This is an optimization exercise on Yosys and OpenROAD, whose aim is small area and a short achievable clock period, not a production implementation.
RTL that was checked went through simulation tests only; none was proved equivalent to the original.

==> flow/design.v <==
module assignment6 (
	output reg [15:0] result1,
	output reg [15:0] result2,
	input wire [7:0] character,
	input wire enable_character,
	input wire clk,
	input wire rst
);
	reg direction;           
	reg [9:0] q;
	reg [3:0] r1, r0;
	reg [3:0] d1, d0;
	function [3:0] nines(input [3:0] x);
		nines = {~(x[3] | x[2] | x[1]), x[2] ^ x[1], x[1], ~x[0]};
	endfunction
	function [3:0] tab10(input [3:0] x, input [39:0] t);
		integer i;
		begin
			tab10 = 4'd0;
			for (i = 0; i < 10; i = i + 1)
				tab10 = tab10 | ({4{x == i}} & t[4 * i +: 4]);
		end
	endfunction
	function [3:0] bcdsub(input [3:0] x, input [3:0] y);
		reg [4:0] t;
		begin
			t = {1'b0, x} - {1'b0, y};
			bcdsub = t[4] ? t[3:0] + 4'd10 : t[3:0];
		end
	endfunction
	function [4:0] bcdadd(input [3:0] x, input [3:0] y, input ci);
		reg [4:0] t;
		begin
			t = {1'b0, x} + {1'b0, y} + {4'd0, ci};
			bcdadd = t > 5'd9 ? {1'b1, t[3:0] + 4'd6} : t;
		end
	endfunction
	function [10:0] skadd10(input [9:0] a, input [9:0] b, input ci);
		reg [9:0] g, p, gg, pp;
		reg [10:0] c;
		integer i, l, j;
		begin
			g = a & b;
			p = a ^ b;
			gg = g;
			pp = p;
			for (l = 0; l < 4; l = l + 1)
				for (i = 0; i < 10; i = i + 1)
					if ((i >> l) & 1) begin
						j = ((i >> (l + 1)) << (l + 1)) + (1 << l) - 1;
						gg[i] = gg[i] | (pp[i] & gg[j]);
						pp[i] = pp[i] & pp[j];
					end
			c[0] = ci;
			for (i = 1; i <= 10; i = i + 1)
				c[i] = gg[i - 1] | (pp[i - 1] & ci);
			skadd10 = {c[10], p ^ c[9:0]};
		end
	endfunction
	wire is_digit = character[7:4] == 4'h3 && (!character[3] || character[2:1] == 2'b00);
	wire is_lr = character == "L" || character == "R";
	wire is_nl = character == 8'h0a;
	wire [3:0] dg = character[3:0];
	wire [3:0] rlo = r0;
	wire [7:0] r = {r1, r0};
	wire [10:0] gt;     
	wire [9:1] tie;     
	assign gt[0] = 1'b1;
	assign gt[1] = q > 10'd65  || (q == 10'd65  && r > 8'h53);
	assign gt[2] = q > 10'd131 || (q == 10'd131 && r > 8'h07);
	assign gt[3] = q > 10'd196 || (q == 10'd196 && r > 8'h60);
	assign gt[4] = q > 10'd262 || (q == 10'd262 && r > 8'h14);
	assign gt[5] = q > 10'd327 || (q == 10'd327 && r >= 8'h68);    
	assign gt[6] = q > 10'd393 || (q == 10'd393 && r > 8'h21);
	assign gt[7] = q > 10'd458 || (q == 10'd458 && r > 8'h75);
	assign gt[8] = q > 10'd524 || (q == 10'd524 && r > 8'h28);
	assign gt[9] = q > 10'd589 || (q == 10'd589 && r > 8'h82);
	assign gt[10] = 1'b0;
	assign tie[1] = q == 10'd65  && r == 8'h53;
	assign tie[2] = q == 10'd131 && r == 8'h07;
	assign tie[3] = q == 10'd196 && r == 8'h60;
	assign tie[4] = q == 10'd262 && r == 8'h14;
	assign tie[5] = 1'b0;
	assign tie[6] = q == 10'd393 && r == 8'h21;
	assign tie[7] = q == 10'd458 && r == 8'h75;
	assign tie[8] = q == 10'd524 && r == 8'h28;
	assign tie[9] = q == 10'd589 && r == 8'h82;
	wire td2 = tie[2] || tie[7];
	wire td4 = tie[4] || tie[9];
	wire td6 = tie[1] || tie[6];
	wire td8 = tie[3] || tie[8];
	wire e = (td2 && dg >= 4'd2) || (td4 && dg >= 4'd4) || (td6 && dg >= 4'd6) || (td8 && dg >= 4'd8);
	wire [3:0] nr0_j =
		({4{td2}} & tab10(dg, {4'd7, 4'd6, 4'd5, 4'd4, 4'd3, 4'd2, 4'd1, 4'd0, 4'd9, 4'd8})) | ({4{td4}} & tab10(dg, {4'd5, 4'd4, 4'd3, 4'd2, 4'd1, 4'd0, 4'd9, 4'd8, 4'd7, 4'd6})) |
		({4{td6}} & tab10(dg, {4'd3, 4'd2, 4'd1, 4'd0, 4'd9, 4'd8, 4'd7, 4'd6, 4'd5, 4'd4})) | ({4{td8}} & tab10(dg, {4'd1, 4'd0, 4'd9, 4'd8, 4'd7, 4'd6, 4'd5, 4'd4, 4'd3, 4'd2}));
	wire [9:0] sel;
	genvar gi;
	generate
		for (gi = 0; gi <= 9; gi = gi + 1) begin : g_sel
			assign sel[gi] = gt[gi] && !gt[gi + 1];
		end
	endgenerate
	wire [9:0] nak =
		({10{sel[0]}} & ~10'd0)   | ({10{sel[1]}} & ~10'd655) | ({10{sel[2]}} & ~10'd286) |
		({10{sel[3]}} & ~10'd942) | ({10{sel[4]}} & ~10'd573) | ({10{sel[5]}} & ~10'd204) |
		({10{sel[6]}} & ~10'd860) | ({10{sel[7]}} & ~10'd491) | ({10{sel[8]}} & ~10'd122) |
		({10{sel[9]}} & ~10'd778);
	wire [3:0] bk1 =
		({4{sel[1]}} & 4'd3) | ({4{sel[2]}} & 4'd7) | ({4{sel[4]}} & 4'd4) |
		({4{sel[5]}} & 4'd8) | ({4{sel[6]}} & 4'd1) | ({4{sel[7]}} & 4'd5) |
		({4{sel[8]}} & 4'd8) | ({4{sel[9]}} & 4'd2);
	wire [3:0] bk0 =
		({4{sel[1]}} & 4'd6) | ({4{sel[2]}} & 4'd2) | ({4{sel[3]}} & 4'd8) |
		({4{sel[4]}} & 4'd4) | ({4{sel[6]}} & 4'd6) | ({4{sel[7]}} & 4'd2) |
		({4{sel[8]}} & 4'd8) | ({4{sel[9]}} & 4'd4);
	wire [9:0] ya = {q[6:0], 3'b000}, yb = {q[8:0], 1'b0}, yc = {6'd0, r1};
	wire [9:0] ys1 = ya ^ yb ^ yc;
	wire [9:0] yc1 = {(ya[8:0] & yb[8:0]) | (ya[8:0] & yc[8:0]) | (yb[8:0] & yc[8:0]), 1'b0};
	wire [9:0] ys2 = ys1 ^ yc1 ^ nak;
	wire [9:0] yc2 = {(ys1[8:0] & yc1[8:0]) | (ys1[8:0] & nak[8:0]) | (yc1[8:0] & nak[8:0]), 1'b0};
	wire bz0 = sel[0] || sel[5];
	wire bz2 = sel[2] || sel[7];
	wire bz4 = sel[4] || sel[9];
	wire bz6 = sel[1] || sel[6];
	wire bz8 = sel[3] || sel[8];
	wire b0k = (bz2 && dg < 4'd2) || (bz4 && dg < 4'd4) || (bz6 && dg < 4'd6) || (bz8 && dg < 4'd8);
	wire [3:0] nr0_k =
		({4{bz0}} & dg) | ({4{bz2}} & tab10(dg, {4'd7, 4'd6, 4'd5, 4'd4, 4'd3, 4'd2, 4'd1, 4'd0, 4'd9, 4'd8})) | ({4{bz4}} & tab10(dg, {4'd5, 4'd4, 4'd3, 4'd2, 4'd1, 4'd0, 4'd9, 4'd8, 4'd7, 4'd6})) |
		({4{bz6}} & tab10(dg, {4'd3, 4'd2, 4'd1, 4'd0, 4'd9, 4'd8, 4'd7, 4'd6, 4'd5, 4'd4})) | ({4{bz8}} & tab10(dg, {4'd1, 4'd0, 4'd9, 4'd8, 4'd7, 4'd6, 4'd5, 4'd4, 4'd3, 4'd2}));
	wire borrow_k = rlo < bk1 || (rlo == bk1 && b0k);
	wire [10:0] yk = skadd10(ys2, yc2, !borrow_k);
	wire [9:0] nq_k = yk[9:0];
	wire [3:0] nr1_k = b0k ? bcdsub(rlo, bk1 + 4'd1) : bcdsub(rlo, bk1);
	wire [9:0] n_q = e ? 10'd0 : nq_k;
	wire [3:0] n_r1 = e ? 4'd0 : nr1_k;
	wire [3:0] n_r0 = e ? nr0_j : nr0_k;
	wire r_gt68 = r > 8'h68;
	wire r_gt36 = r > 8'h36;
	wire ge = gt[5];                                   
	wire flip = q > 10'd327 || (q == 10'd327 && r_gt68);    
	wire nz = q != 10'd0 || r != 8'h00;
	wire neg = direction ? ge : (nz && !flip);
	wire [3:0] f0 = tab10(r0, {4'd7, 4'd8, 4'd9, 4'd0, 4'd1, 4'd2, 4'd3, 4'd4, 4'd5, 4'd6});
	wire r0_gt6 = r0 > 4'd6;
	wire [3:0] f1 = r0_gt6 ? tab10(r1, {4'd3, 4'd4, 4'd5, 4'd6, 4'd7, 4'd8, 4'd9, 4'd0, 4'd1, 4'd2})
	                       : tab10(r1, {4'd4, 4'd5, 4'd6, 4'd7, 4'd8, 4'd9, 4'd0, 4'd1, 4'd2, 4'd3});
	wire [3:0] rm1 = flip ? f1 : r1;
	wire [3:0] rm0 = flip ? f0 : r0;
	wire d_nz = d0 != 4'd0 || d1 != 4'd0;
	wire d0_nz = d0 != 4'd0;
	wire [3:0] md0 = d0_nz ? 4'd10 - d0 : 4'd0;
	wire [3:0] md1 = d0_nz ? nines(d1) : (d1 != 4'd0 ? 4'd10 - d1 : 4'd0);
	wire [3:0] v1 = neg ? d1 : md1;
	wire [3:0] v0 = neg ? d0 : md0;
	wire rm_ge_v = rm1 > v1 || (rm1 == v1 && rm0 >= v0);
	wire nd_zero = rm1 == v1 && rm0 == v0;
	wire hit = d_nz && rm_ge_v;
	wire [3:0] o1 = neg ? nines(rm1) : rm1;
	wire [3:0] o0 = neg ? nines(rm0) : rm0;
	wire [4:0] u0 = bcdadd(d0, o0, neg);
	wire [4:0] u1 = bcdadd(d1, o1, u0[4]);
	wire turn = enable_character && is_nl;
	wire [9:0] xa = result2[9:0];
	wire [9:0] xb = q ^ {10{flip}};
	wire [9:0] xc = {10{flip}} & 10'd655;
	wire [9:0] cs_s = xa ^ xb ^ xc;
	wire [10:0] cs_c = {(xa & xb) | (xa & xc) | (xb & xc), flip && !r_gt36};
	wire [10:0] lo = skadd10(cs_s, cs_c[9:0], hit);
	wire up = lo[10] ^ cs_c[10] ^ flip;
	wire [5:0] hi_inc = result2[15:10] + 6'd1;
	wire [15:0] res2_next = {up ? hi_inc : result2[15:10], lo[9:0]};
	wire [15:0] res1_next = result1 + 16'd1;
	wire ld_a = rst || (enable_character && !is_lr);
	wire clr_a = rst || !is_digit;
	wire ld_t = rst || turn;
	wire ld_1 = rst || (turn && nd_zero);
	always @(posedge clk) begin
		if (enable_character && is_lr)
			direction <= character[4];    
		if (ld_a) begin
			q <= clr_a ? 10'd0 : n_q;
			r1 <= clr_a ? 4'd0 : n_r1;
			r0 <= clr_a ? 4'd0 : n_r0;
		end
		if (ld_t) begin
			d1 <= rst ? 4'd5 : u1[3:0];
			d0 <= rst ? 4'd0 : u0[3:0];
			result2 <= rst ? 16'd0 : res2_next;
		end
		if (ld_1)
			result1 <= rst ? 16'd0 : res1_next;
	end
endmodule
module aoc_dial_top (
	output wire [15:0] result_part1,
	output wire [15:0] result_part2,
	input wire [7:0] character,
	input wire enable_character,
	input wire clk,
	input wire rst
);
	assignment6 m_dial (result_part1, result_part2, character, enable_character, clk, rst);
endmodule
==> flow/config.mk <==
export PLATFORM = sky130hd
export DESIGN_NAME = aoc_dial_top
export DESIGN_NICKNAME = aoc_dial_top
export VERILOG_FILES = /design/flow/design.v
export SDC_FILE = /design/flow/constraint.sdc
export NUM_CORES = 4
export LEC_CHECK = 0
export ABC_AREA = 1
export CAP_MARGIN = 20
export CORE_MARGIN = 2
export CORE_UTILIZATION = 40
export SLEW_MARGIN = 20
==> flow/constraint.sdc <==
create_clock -name core_clock -period 19.0 [get_ports {clk}]
set_input_delay 3.8000 -clock core_clock [delete_from_list [all_inputs] [get_ports {clk}]]
set_output_delay 3.8000 -clock core_clock [all_outputs]
set_load 0.01 [all_outputs]
standard.sh (not shown) runs the stock make flow with config.mk's settings and CLKGATE_MAP_FILE= SYNTH_SCRIPT=/design/flow/synth_recipe.tcl, a recipe that flattens the netlist after the stock synthesis.
==> flow/flow/run.sh <==
#!/bin/bash
# The standard flow's layout (standard.sh) with three changes to how it is made:
# - synthesis is the standard flow's script, with ABC mapping by flow/abc_area.script
#   (registers are untouched: they are mapped before ABC runs);
# - plain buffers on the ports instead of the delay buffers buffer_ports
#   picks by default;
# - a clock tree of clkbuf_8 without dummy loads.
set -e
W=$PWD
export BUFFER_PORTS_ARGS="-buffer_cell sky130_fd_sc_hd__buf_2"
export CTS_ARGS="-sink_clustering_enable -repair_clock_nets -buf_list sky130_fd_sc_hd__clkbuf_8 -dont_use_dummy_load"
{
	echo "proc abc {args} { set i [lsearch \$args -script]; if {\$i >= 0} { lset args [expr {\$i + 1}] $W/flow/abc_area.script }; yosys abc {*}\$args }"
	cat synth_recipe.tcl
} > flow_synth.tcl
sed "s#SYNTH_SCRIPT=[^ ]*#SYNTH_SCRIPT=$W/flow_synth.tcl#" standard.sh > standard_flow_synth.sh
bash standard_flow_synth.sh synth > synth.log 2>&1
export SETUP_SLACK_MARGIN=13.3
bash standard.sh > standard.log 2>&1
==> flow/flow/abc_area.script <==
strash
ifraig
scorr
dc2
strash
&get -n
&st
&dch -f
&nf -R 1000
&put
topo
stime -c
upsize -c
dnsize -c
Edit:
--- a/flow/design.v
+++ b/flow/design.v
@@ -86,12 +86,10 @@
 	assign tie[8] = q == 10'd524 && r == 8'h28;
 	assign tie[9] = q == 10'd589 && r == 8'h82;
-	wire td2 = tie[2] || tie[7];
-	wire td4 = tie[4] || tie[9];
-	wire td6 = tie[1] || tie[6];
-	wire td8 = tie[3] || tie[8];
-	wire e = (td2 && dg >= 4'd2) || (td4 && dg >= 4'd4) || (td6 && dg >= 4'd6) || (td8 && dg >= 4'd8);
-	wire [3:0] nr0_j =
-		({4{td2}} & tab10(dg, {4'd7, 4'd6, 4'd5, 4'd4, 4'd3, 4'd2, 4'd1, 4'd0, 4'd9, 4'd8})) | ({4{td4}} & tab10(dg, {4'd5, 4'd4, 4'd3, 4'd2, 4'd1, 4'd0, 4'd9, 4'd8, 4'd7, 4'd6})) |
-		({4{td6}} & tab10(dg, {4'd3, 4'd2, 4'd1, 4'd0, 4'd9, 4'd8, 4'd7, 4'd6, 4'd5, 4'd4})) | ({4{td8}} & tab10(dg, {4'd1, 4'd0, 4'd9, 4'd8, 4'd7, 4'd6, 4'd5, 4'd4, 4'd3, 4'd2}));
+	wire [3:0] dj =
+		({4{tie[1]}} & 4'd6) | ({4{tie[2]}} & 4'd2) | ({4{tie[3]}} & 4'd8) |
+		({4{tie[4]}} & 4'd4) | ({4{tie[6]}} & 4'd6) | ({4{tie[7]}} & 4'd2) |
+		({4{tie[8]}} & 4'd8) | ({4{tie[9]}} & 4'd4);
+	wire e = (|tie) && dg >= dj;
+	wire [3:0] nr0_j = dg - dj;
 	wire [9:0] sel;
 	genvar gi;
@@ -114,21 +112,10 @@
 		({4{sel[4]}} & 4'd4) | ({4{sel[6]}} & 4'd6) | ({4{sel[7]}} & 4'd2) |
 		({4{sel[8]}} & 4'd8) | ({4{sel[9]}} & 4'd4);
-	wire [9:0] ya = {q[6:0], 3'b000}, yb = {q[8:0], 1'b0}, yc = {6'd0, r1};
-	wire [9:0] ys1 = ya ^ yb ^ yc;
-	wire [9:0] yc1 = {(ya[8:0] & yb[8:0]) | (ya[8:0] & yc[8:0]) | (yb[8:0] & yc[8:0]), 1'b0};
-	wire [9:0] ys2 = ys1 ^ yc1 ^ nak;
-	wire [9:0] yc2 = {(ys1[8:0] & yc1[8:0]) | (ys1[8:0] & nak[8:0]) | (yc1[8:0] & nak[8:0]), 1'b0};
-	wire bz0 = sel[0] || sel[5];
-	wire bz2 = sel[2] || sel[7];
-	wire bz4 = sel[4] || sel[9];
-	wire bz6 = sel[1] || sel[6];
-	wire bz8 = sel[3] || sel[8];
-	wire b0k = (bz2 && dg < 4'd2) || (bz4 && dg < 4'd4) || (bz6 && dg < 4'd6) || (bz8 && dg < 4'd8);
-	wire [3:0] nr0_k =
-		({4{bz0}} & dg) | ({4{bz2}} & tab10(dg, {4'd7, 4'd6, 4'd5, 4'd4, 4'd3, 4'd2, 4'd1, 4'd0, 4'd9, 4'd8})) | ({4{bz4}} & tab10(dg, {4'd5, 4'd4, 4'd3, 4'd2, 4'd1, 4'd0, 4'd9, 4'd8, 4'd7, 4'd6})) |
-		({4{bz6}} & tab10(dg, {4'd3, 4'd2, 4'd1, 4'd0, 4'd9, 4'd8, 4'd7, 4'd6, 4'd5, 4'd4})) | ({4{bz8}} & tab10(dg, {4'd1, 4'd0, 4'd9, 4'd8, 4'd7, 4'd6, 4'd5, 4'd4, 4'd3, 4'd2}));
+	wire [9:0] y0m1 = {q[6:0], 3'b000} + {q[8:0], 1'b0} + {6'd0, r1} + nak;
+	wire [9:0] y0 = y0m1 + 10'd1;
+	wire b0k = dg < bk0;
 	wire borrow_k = rlo < bk1 || (rlo == bk1 && b0k);
-	wire [10:0] yk = skadd10(ys2, yc2, !borrow_k);
-	wire [9:0] nq_k = yk[9:0];
+	wire [9:0] nq_k = borrow_k ? y0m1 : y0;
+	wire [3:0] nr0_k = bcdsub(dg, bk0);
 	wire [3:0] nr1_k = b0k ? bcdsub(rlo, bk1 + 4'd1) : bcdsub(rlo, bk1);
 	wire [9:0] n_q = e ? 10'd0 : nq_k;
What happened: Routed wire length went down slightly; via count went down slightly; worst setup slack gets better by 0.58 ns; cell count went up by a few percent; flip-flop and latch count stays the same.
The RTL of the first run of this note was laid out without a check of its function.

## port drivers added, routing unchanged
No port has a modelled driver above. Below, the same layouts with a new extraction and two added sets of constraints. Step 1 sets driving cells, clkbuf_16 on the clock port and buf_2 on the other inputs (assumed; they add their load-dependent delay and slew). Step 2 adds t to the input delays and takes it off the output delays; t is the mean of the earliest and latest rising clock arrival at the registers after step 1. Input paths then give back, and output paths get back, about the clock's delay inside the block. Slacks: no drivers / after step 1 / after step 2; pairs: no drivers / after step 1.
run | t (ns) | setup WS [ns] | hold WS [ns] | clock arrival spread, ns
the first run | 0.387 | 12.701 / 12.692 / 12.305 | 0.648 / 0.648 / 0.648 | 0.033 / 0.034
the second run | 0.389 | 13.280 / 13.280 / 12.919 | 0.647 / 0.647 / 0.647 | 0.024 / 0.025
After both steps every run listed still meets setup and hold. The setup slack of the first run, which loses most, moves by -0.009 ns with the drivers and by -0.396 ns with both steps.
